Source: an optimization exercise on an open RTL-to-GDS flow (aim: small area and a short achievable clock period). Production flows keep margins and buffers that such runs may drop. Function was checked by simulation only, so behaviour that the tests miss may differ from the original. Power is estimated from default activity; no workload was simulated.

==> flow/design.v <==
module Prefetch(
  input         clock,
  input         reset,
  input  [31:0] io_pc,
  input  [31:0] io_address,
  input         io_enable,
  input         io_reset,
  output [31:0] io_prefetch_address,
  output        io_prefetch_valid,
  output        io_ready,
  output        io_inited
);
  reg        prefetch_valid;
  reg [31:0] prefetch_address;
  reg        ready;
  reg        inited;
  reg        io_ready_REG;
  reg        REG;          
  reg        enable_REG;   
  reg [7:0]   valid;
  reg [7:0]   nonempty;    
  reg [255:0] e_pc;
  reg [255:0] e_addr;
  reg [255:0] e_stride;
  reg [255:0] e_rel;
  reg [63:0]  lru;
  wire req = io_enable & ~enable_REG;
  wire clr = io_reset & ~REG;
  wire [7:0] empty = ~nonempty;    
  wire [7:0] is_lru;
  genvar gi, gj;
  generate
    for (gi = 0; gi < 8; gi = gi + 1) begin : g_dec
      wire [7:0] newer;
      for (gj = 0; gj < 8; gj = gj + 1) begin : g_n
        if (gj < gi)       assign newer[gj] = lru[8*gj+gi];
        else if (gj > gi)  assign newer[gj] = ~lru[8*gi+gj];
        else               assign newer[gj] = 1'b1;
      end
      assign is_lru[gi] = &newer;
    end
  endgenerate
  wire any_empty = |empty;
  wire [7:0] lo_empty = empty & ~(empty - 8'd1);
  wire [7:0] hi_empty;
  assign hi_empty[7] = empty[7];
  generate
    for (gi = 0; gi < 7; gi = gi + 1) begin : g_hi
      assign hi_empty[gi] = empty[gi] & ~|empty[7:gi+1];
    end
  endgenerate
  wire [7:0] victim = any_empty ? lo_empty : is_lru;
  wire [7:0] hi_empty_v = hi_empty & valid;
  wire pc_zero = (io_pc == 32'h0);
  wire [7:0] mnz;
  generate
    for (gi = 0; gi < 8; gi = gi + 1) begin : g_m
      assign mnz[gi] = nonempty[gi] & (e_pc[32*gi +: 32] == io_pc);
    end
  endgenerate
  wire any_mnz = |mnz;
  wire found = any_mnz | (pc_zero & any_empty);
  wire [7:0] rd   = mnz | ({8{pc_zero}} & hi_empty_v);    
  wire [7:0] wsel = any_mnz ? mnz : victim;                
  reg [31:0] A, S, R;
  integer k;
  always @(*) begin
    A = 32'h0; S = 32'h0; R = 32'h0;
    for (k = 0; k < 8; k = k + 1) begin
      A = A | ({32{rd[k]}} & e_addr[32*k +: 32]);
      S = S | ({32{rd[k]}} & e_stride[32*k +: 32]);
      R = R | ({32{rd[k]}} & e_rel[32*k +: 32]);
    end
  end
  wire Rz    = (R == 32'h0);
  wire Rle1  = (R[31:1] == 31'h0);
  wire Rlt4  = (R[31:2] == 30'h0);
  wire Rones = (R == 32'hffffffff);
  wire [31:0] hs = A ^ S ^ io_address;
  wire [31:0] cg = (A & S) | ((A ^ S) & ~io_address);
  wire same = (hs == {cg[30:0], 1'b0});
  wire [31:0] newStride = io_address - A;
  wire [31:0] sum = io_address + S;
  wire [31:0] Rinc = R + 32'h1;
  wire [31:0] ws_s = ~found ? 32'h0 : Rones ? newStride : S;
  wire [31:0] ws_d = ~found ? 32'h0 : Rle1 ? newStride : S;
  wire [31:0] wr_s = ~found ? 32'h0 : Rones ? 32'h1 : Rinc;
  wire [31:0] wr_d = ~found ? 32'h0 : Rle1 ? 32'h1 : {1'b0, R[31:1]};
  wire vld_s = found & ~Rz & ~Rones;
  wire vld_d = found & ~Rlt4;
  wire [31:0] pa_s = vld_s ? sum : 32'h0;
  wire [31:0] pa_d = vld_d ? sum : 32'h0;
  wire [31:0] w_stride = same ? ws_s : ws_d;
  wire [31:0] w_rel    = same ? wr_s : wr_d;
  wire        vld      = same ? vld_s : vld_d;
  wire [31:0] pa_next  = same ? pa_s : pa_d;
  integer i, j;
  always @(posedge clock) begin
    REG <= io_reset;
    enable_REG <= io_enable;
    io_ready_REG <= ready;
    if (reset) begin
      prefetch_valid <= 1'b0;
      prefetch_address <= 32'h0;
      ready <= 1'b0;
      inited <= 1'b0;
      valid <= 8'h0;
      nonempty <= 8'h0;
    end else begin
      ready <= io_enable;
      inited <= io_reset & (~REG | inited);
      if (req) begin
        prefetch_valid <= vld;
        prefetch_address <= pa_next;
      end
      for (i = 0; i < 8; i = i + 1) begin
        if (req & wsel[i]) begin
          valid[i] <= 1'b1;
          nonempty[i] <= ~pc_zero;
        end else if (clr) begin
          valid[i] <= 1'b0;
          nonempty[i] <= 1'b0;
        end
      end
    end
    for (i = 0; i < 8; i = i + 1) begin
      if (req & wsel[i]) begin
        e_pc[32*i +: 32] <= io_pc;
        e_addr[32*i +: 32] <= io_address;
        e_stride[32*i +: 32] <= w_stride;
        e_rel[32*i +: 32] <= w_rel;
      end
    end
    if (req) begin
      for (i = 0; i < 8; i = i + 1)
        for (j = i + 1; j < 8; j = j + 1)
          if (wsel[i]) lru[8*i+j] <= 1'b1;
          else if (wsel[j]) lru[8*i+j] <= 1'b0;
    end
  end
  assign io_prefetch_address = prefetch_address;
  assign io_prefetch_valid = prefetch_valid;
  assign io_ready = io_ready_REG;
  assign io_inited = inited;
endmodule
clock: 80.0 ns
lec_check: 0
cap_margin: 20
core_margin: 2
core_utilization: 55
cts_cluster_diameter: 80
cts_cluster_size: 30
place_density: 0.7
setup_slack_margin: 5
slew_margin: 20
standard.sh (not shown) runs the stock make flow with config.mk's settings and CLKGATE_MAP_FILE= SYNTH_SCRIPT=/design/flow/synth_recipe.tcl, a recipe that flattens the netlist after the stock synthesis.
==> flow/flow/run.sh <==
#!/bin/bash
# The standard layout (standard.sh: the standard flow's synthesis, floorplan, placement,
# CTS, routing and finish, unchanged), with two optimisation knobs passed to
# ORFS: repair_timing aims for extra setup slack on the worst path only
# (TNS_END_PERCENT=0), and the port buffers start as buf_1 (the resizer
# upsizes those on critical paths). The SDC and clock period are the standard flow's.
set -euo pipefail
bash standard.sh \
  SETUP_SLACK_MARGIN=59 \
  TNS_END_PERCENT=0 \
  "BUFFER_PORTS_ARGS=-buffer_cell sky130_fd_sc_hd__buf_1" \
  finish > flow_make.log 2>&1
==> next run, changes <==
==> flow/design.v (replaced) <==
module Prefetch(
  input         clock,
  input         reset,
  input  [31:0] io_pc,
  input  [31:0] io_address,
  input         io_enable,
  input         io_reset,
  output [31:0] io_prefetch_address,
  output        io_prefetch_valid,
  output        io_ready,
  output        io_inited
);
  reg        prefetch_valid;
  reg [31:0] prefetch_address;
  reg        ready;
  reg        inited;
  reg        io_ready_REG;
  reg        REG;          
  reg        enable_REG;   
  reg [7:0]   valid;
  reg [255:0] e_pc;
  reg [255:0] e_addr;
  reg [255:0] e_stride;
  reg [255:0] e_rel;
  reg [63:0]  lru;
  wire req = io_enable & ~enable_REG;
  wire clr = io_reset & ~REG;
  wire [7:0] empty;       
  wire [7:0] nonempty;
  wire [7:0] is_lru;
  wire [7:0] rz, rones, rlt4;
  genvar gi, gj;
  generate
    for (gi = 0; gi < 8; gi = gi + 1) begin : g_dec
      assign empty[gi]    = ~valid[gi] | (e_pc[32*gi +: 32] == 32'h0);
      assign nonempty[gi] = ~empty[gi];
      assign rz[gi]       = (e_rel[32*gi +: 32] == 32'h0);
      assign rones[gi]    = (e_rel[32*gi +: 32] == 32'hffffffff);
      assign rlt4[gi]     = (e_rel[32*gi+2 +: 30] == 30'h0);
      wire [7:0] newer;
      for (gj = 0; gj < 8; gj = gj + 1) begin : g_n
        if (gj < gi)       assign newer[gj] = lru[8*gj+gi];
        else if (gj > gi)  assign newer[gj] = ~lru[8*gi+gj];
        else               assign newer[gj] = 1'b1;
      end
      assign is_lru[gi] = &newer;
    end
  endgenerate
  wire any_empty = |empty;
  wire [7:0] lo_empty = empty & ~(empty - 8'd1);
  wire [7:0] hi_empty;
  assign hi_empty[7] = empty[7];
  generate
    for (gi = 0; gi < 7; gi = gi + 1) begin : g_hi
      assign hi_empty[gi] = empty[gi] & ~|empty[7:gi+1];
    end
  endgenerate
  wire [7:0] victim = any_empty ? lo_empty : is_lru;
  wire [7:0] hi_empty_v = hi_empty & valid;
  wire pc_zero = (io_pc == 32'h0);
  wire [7:0] mnz;
  generate
    for (gi = 0; gi < 8; gi = gi + 1) begin : g_m
      assign mnz[gi] = nonempty[gi] & (e_pc[32*gi +: 32] == io_pc);
    end
  endgenerate
  wire any_mnz = |mnz;
  wire found = pc_zero ? any_empty : any_mnz;
  wire [7:0] rd   = pc_zero ? hi_empty_v : mnz;    
  wire [7:0] wsel = any_mnz ? mnz : victim;        
  reg [31:0] A, S, R;
  integer k;
  always @(*) begin
    A = 32'h0; S = 32'h0; R = 32'h0;
    for (k = 0; k < 8; k = k + 1) begin
      A = A | ({32{rd[k]}} & e_addr[32*k +: 32]);
      S = S | ({32{rd[k]}} & e_stride[32*k +: 32]);
      R = R | ({32{rd[k]}} & e_rel[32*k +: 32]);
    end
  end
  wire Rz    = ~|(rd & ~rz);
  wire Rlt4  = ~|(rd & ~rlt4);
  wire Rones = |(rd & rones);
  wire [31:0] hs = A ^ S ^ io_address;
  wire [31:0] cg = (A & S) | ((A ^ S) & ~io_address);
  wire same = (hs == {cg[30:0], 1'b0});
  wire [31:0] newStride = io_address - A;
  wire replace = same ? Rones : (Rlt4 & ~R[1]);
  wire vld = found & (same ? (~Rz & ~Rones) : ~Rlt4);
  wire [31:0] w_stride = ~found ? 32'h0 : replace ? newStride : S;
  wire [31:0] w_rel = ~found ? 32'h0 : replace ? 32'h1 : same ? R + 32'h1 : {1'b0, R[31:1]};
  wire [31:0] pa_next = vld ? io_address + S : 32'h0;
  integer i, j;
  always @(posedge clock) begin
    REG <= io_reset;
    enable_REG <= io_enable;
    io_ready_REG <= ready;
    if (reset) begin
      prefetch_valid <= 1'b0;
      prefetch_address <= 32'h0;
      ready <= 1'b0;
      inited <= 1'b0;
      valid <= 8'h0;
    end else begin
      ready <= io_enable;
      inited <= io_reset & (~REG | inited);
      if (req) begin
        prefetch_valid <= vld;
        prefetch_address <= pa_next;
      end
      for (i = 0; i < 8; i = i + 1) begin
        if (req & wsel[i]) valid[i] <= 1'b1;
        else if (clr) valid[i] <= 1'b0;
      end
    end
    for (i = 0; i < 8; i = i + 1) begin
      if (req & wsel[i]) begin
        e_pc[32*i +: 32] <= io_pc;
        e_addr[32*i +: 32] <= io_address;
        e_stride[32*i +: 32] <= w_stride;
        e_rel[32*i +: 32] <= w_rel;
      end
    end
    if (req) begin
      for (i = 0; i < 8; i = i + 1)
        for (j = i + 1; j < 8; j = j + 1)
          if (wsel[i]) lru[8*i+j] <= 1'b1;
          else if (wsel[j]) lru[8*i+j] <= 1'b0;
    end
  end
  assign io_prefetch_address = prefetch_address;
  assign io_prefetch_valid = prefetch_valid;
  assign io_ready = io_ready_REG;
  assign io_inited = inited;
endmodule
Effect: The new run completed without violations. Worst hold slack gets better by 0.0060 ns. Via count climbs by 4.9%. Global-route usage came out higher by 6.0 points. Setup slack got worse by 0.095 ns. First-iteration DRC count came out higher by 18%. Register-to-register slack degrades by 1.5 ns. Count of clock-buffer cells in the layout is higher by 11. Clock skew drops by 0.012 ns.

Setup of the previous run:
Prefetch, a different RTL version from the one above (not shown whole).
Size: roughly 3,100 cells after synthesis, about 1,200 flip-flops, about 100 I/O pins, ~49,000 um^2 of cells after synthesis.
## Prefetch
module Prefetch(
  input         clock,
  input         reset,
  input  [31:0] io_pc,
  input  [31:0] io_address,
  input         io_enable,
  input         io_reset,
  output [31:0] io_prefetch_address,
  output        io_prefetch_valid,
  output        io_ready,
  output        io_inited
);
==> module Prefetch, before the edit <==
module Prefetch(
  input         clock,
  input         reset,
  input  [31:0] io_pc,
  input  [31:0] io_address,
  input         io_enable,
  input         io_reset,
  output [31:0] io_prefetch_address,
  output        io_prefetch_valid,
  output        io_ready,
  output        io_inited
);
  reg        ready;
  reg        inited;
  reg        io_ready_REG;
  reg        REG;          
  reg        enable_REG;   
  reg        ph;           
  reg        pv_reg;       
  reg [31:0] aq;           
  reg [7:0]  rdq;          
  reg        mq;           
  reg        zq;           
  reg        cq;           
  reg [7:0]   valid;
  reg [7:0]   nonempty;    
  reg [255:0] e_pc;
  reg [255:0] e_addr;
  reg [255:0] e_stride;
  reg [255:0] e_rel;
  reg [63:0]  lru;
  wire req = io_enable & ~enable_REG;
  wire clr = io_reset & ~REG;
  wire [7:0] empty = ~nonempty;    
  wire [7:0] is_lru;
  genvar gi, gj;
  generate
    for (gi = 0; gi < 8; gi = gi + 1) begin : g_dec
      wire [7:0] newer;
      for (gj = 0; gj < 8; gj = gj + 1) begin : g_n
        if (gj < gi)       assign newer[gj] = lru[8*gj+gi];
        else if (gj > gi)  assign newer[gj] = ~lru[8*gi+gj];
        else               assign newer[gj] = 1'b1;
      end
      assign is_lru[gi] = &newer;
    end
  endgenerate
  wire any_empty = |empty;
  wire [7:0] lo_empty = empty & ~(empty - 8'd1);
  wire [7:0] hi_empty;
  assign hi_empty[7] = empty[7];
  generate
    for (gi = 0; gi < 7; gi = gi + 1) begin : g_hi
      assign hi_empty[gi] = empty[gi] & ~|empty[7:gi+1];
    end
  endgenerate
  wire [7:0] victim = any_empty ? lo_empty : is_lru;
  wire [7:0] hi_empty_v = hi_empty & valid;
  wire pc_zero = (io_pc == 32'h0);
  wire [7:0] mnz;
  generate
    for (gi = 0; gi < 8; gi = gi + 1) begin : g_m
      assign mnz[gi] = nonempty[gi] & (e_pc[32*gi +: 32] == io_pc);
    end
  endgenerate
  wire any_mnz = |mnz;
  wire found = any_mnz | (pc_zero & any_empty);
  wire [7:0] rd   = mnz | ({8{pc_zero}} & hi_empty_v);
  wire [7:0] wsel = any_mnz ? mnz : victim;
  wire       fq = mq | (zq & any_empty);
  wire [7:0] wq = mq ? rdq : victim;
  reg [31:0] A1, S1, A, S, R;
  integer k;
  always @(*) begin
    A1 = 32'h0; S1 = 32'h0; R = 32'h0;
    for (k = 0; k < 8; k = k + 1) begin
      A1 = A1 | ({32{rd[k]}} & e_addr[32*k +: 32]);
      S1 = S1 | ({32{rd[k]}} & e_stride[32*k +: 32]);
      R = R | ({32{rdq[k]}} & e_rel[32*k +: 32]);
    end
  end
  wire Rz    = (R == 32'h0);
  wire Rle1  = (R[31:1] == 31'h0);
  wire Rlt4  = (R[31:2] == 30'h0);
  wire Rones = (R == 32'hffffffff);
  wire [31:0] hs = A ^ S ^ aq;
  wire [31:0] cg = (A & S) | ((A ^ S) & ~aq);
  wire same = (hs == {cg[30:0], 1'b0});
  reg [31:0] newStride, Rinc;
  reg        cs, ci;
  integer b;
  always @(*) begin
    cs = 1'b1; ci = 1'b1;
    for (b = 0; b < 32; b = b + 1) begin
      newStride[b] = aq[b] ^ ~A[b] ^ cs;
      cs = (aq[b] & ~A[b]) | (aq[b] & cs) | (~A[b] & cs);
      Rinc[b] = R[b] ^ ci;
      ci = R[b] & ci;
    end
  end
  wire same_w = (newStride == S);
  wire replace = same_w ? Rones : Rle1;
  wire vld = fq & (same ? (~Rz & ~Rones) : ~Rlt4);
  wire [31:0] w_stride = ~fq ? 32'h0 : replace ? newStride : S;
  wire [31:0] w_rel = ~fq ? 32'h0 : replace ? 32'h1 : same_w ? Rinc : {1'b0, R[31:1]};
  wire pv_out = ph ? vld : pv_reg;
  wire [31:0] sum = aq + S;
  integer i, j;
  always @(posedge clock) begin
    REG <= io_reset;
    enable_REG <= io_enable;
    io_ready_REG <= ready;
    A <= A1;
    rdq <= rd;
    mq <= any_mnz;
    zq <= pc_zero;
    if (req) begin
      aq <= io_address;
      S <= S1;
    end
    if (reset) begin
      ph <= 1'b0;
      cq <= 1'b0;
      pv_reg <= 1'b0;
      ready <= 1'b0;
      inited <= 1'b0;
      valid <= 8'h0;
      nonempty <= 8'h0;
    end else begin
      ph <= req;
      if (ph) pv_reg <= vld;
      ready <= io_enable;
      inited <= io_reset & (~REG | inited);
      cq <= clr & req;
      for (i = 0; i < 8; i = i + 1) begin
        if ((clr & ~req) | (ph & cq & ~wq[i])) begin
          valid[i] <= 1'b0;
          nonempty[i] <= 1'b0;
        end else if (ph & wq[i]) begin
          valid[i] <= 1'b1;
          nonempty[i] <= ~zq;
        end
      end
    end
    for (i = 0; i < 8; i = i + 1) begin
      if (req & wsel[i])
        e_pc[32*i +: 32] <= io_pc;
      if (ph & wq[i]) begin
        e_addr[32*i +: 32] <= aq;
        e_stride[32*i +: 32] <= w_stride;
        e_rel[32*i +: 32] <= w_rel;
      end
    end
    if (ph) begin
      for (i = 0; i < 8; i = i + 1)
        for (j = i + 1; j < 8; j = j + 1)
          if (wq[i]) lru[8*i+j] <= 1'b1;
          else if (wq[j]) lru[8*i+j] <= 1'b0;
    end
  end
  assign io_prefetch_address = {32{pv_out}} & sum;
  assign io_prefetch_valid = pv_out;
  assign io_ready = io_ready_REG;
  assign io_inited = inited;
endmodule
clock: 80.0 ns
lec_check: 0
cap_margin: 20
core_margin: 2
core_utilization: 65
cts_cluster_diameter: 70
cts_cluster_size: 27
place_density: 0.75
setup_slack_margin: 5
slew_margin: 20
==> flow/flow/run.sh <==
#!/bin/bash
# The standard layout (standard.sh: the standard flow's synthesis, floorplan, placement,
# CTS, routing and finish, unchanged), with two optimisation knobs passed to
# ORFS: repair_timing aims for extra setup slack on the worst path only
# (TNS_END_PERCENT=0), and the port buffers start as buf_1 (the resizer
# upsizes those on critical paths). The SDC and clock period are the standard flow's.
set -euo pipefail
bash standard.sh \
  SETUP_SLACK_MARGIN=61 \
  TNS_END_PERCENT=0 \
  "BUFFER_PORTS_ARGS=-buffer_cell sky130_fd_sc_hd__buf_1" \
  finish > flow_make.log 2>&1
> inputs changed (the previous run -> the current run)
--- a/flow/design.v
+++ b/flow/design.v
@@ -111,11 +111,11 @@
     enable_REG <= io_enable;
     io_ready_REG <= ready;
-    A <= A1;
-    rdq <= rd;
-    mq <= any_mnz;
-    zq <= pc_zero;
     if (req) begin
       aq <= io_address;
+      A <= A1;
       S <= S1;
+      rdq <= rd;
+      mq <= any_mnz;
+      zq <= pc_zero;
     end
     if (reset) begin
==> results.txt <==
The current run: PASS, flow complete, no timing, DRC or antenna violations
Compared with the previous run, maximum frequency in the current run increased by a few percent.
Changes observed in the current run relative to the previous run: layout multi-input combinational cell count fell by 21; met1 usage in global routing rose by 0.72 points; power density over the cells rose by 0.27 nW/um^2; multi-input gate share of total cell area fell by 0.38 points.

-- port drivers added, routing unchanged --
The flow's constraints put no driver on any port. The routed layouts listed below were extracted and timed again, unchanged, in two steps. Step 1, drivers: a clkbuf_16 drives clock and a buf_2 each remaining input, both assumed. Step 2 adds t to the input delays and takes it off the output delays; t is the mean of the earliest and latest rising clock arrival at the registers after step 1. Input paths then give back, and output paths get back, about the clock's delay inside the block. a / b / c = ideal ports / drivers / drivers and shift; a / b = the first two.
| run | shift t [ns] | setup slack, ns | worst hold slack (ns) | clock arrival spread, ns |
|---|---|---|---|---|
| the first run of note 1 | 0.704 | 58.837 / 58.877 / 58.173 | 0.341 / 0.341 / 0.341 | 0.043 / 0.043 |
| the second run of note 1 | 0.732 | 58.742 / 58.785 / 58.053 | 0.347 / 0.347 / 0.347 | 0.031 / 0.031 |
| the previous run | 0.715 | 59.602 / 59.541 / 59.984 | 0.345 / 0.345 / 0.345 | 0.040 / 0.040 |
| the current run | 0.716 | 60.050 / 59.986 / 59.949 | 0.334 / 0.334 / 0.334 | 0.048 / 0.048 |
After both steps every run listed still meets setup and hold. For the second run of note 1, which loses most, drivers alone change the setup slack by +0.043 ns; drivers and shift together by -0.689 ns.
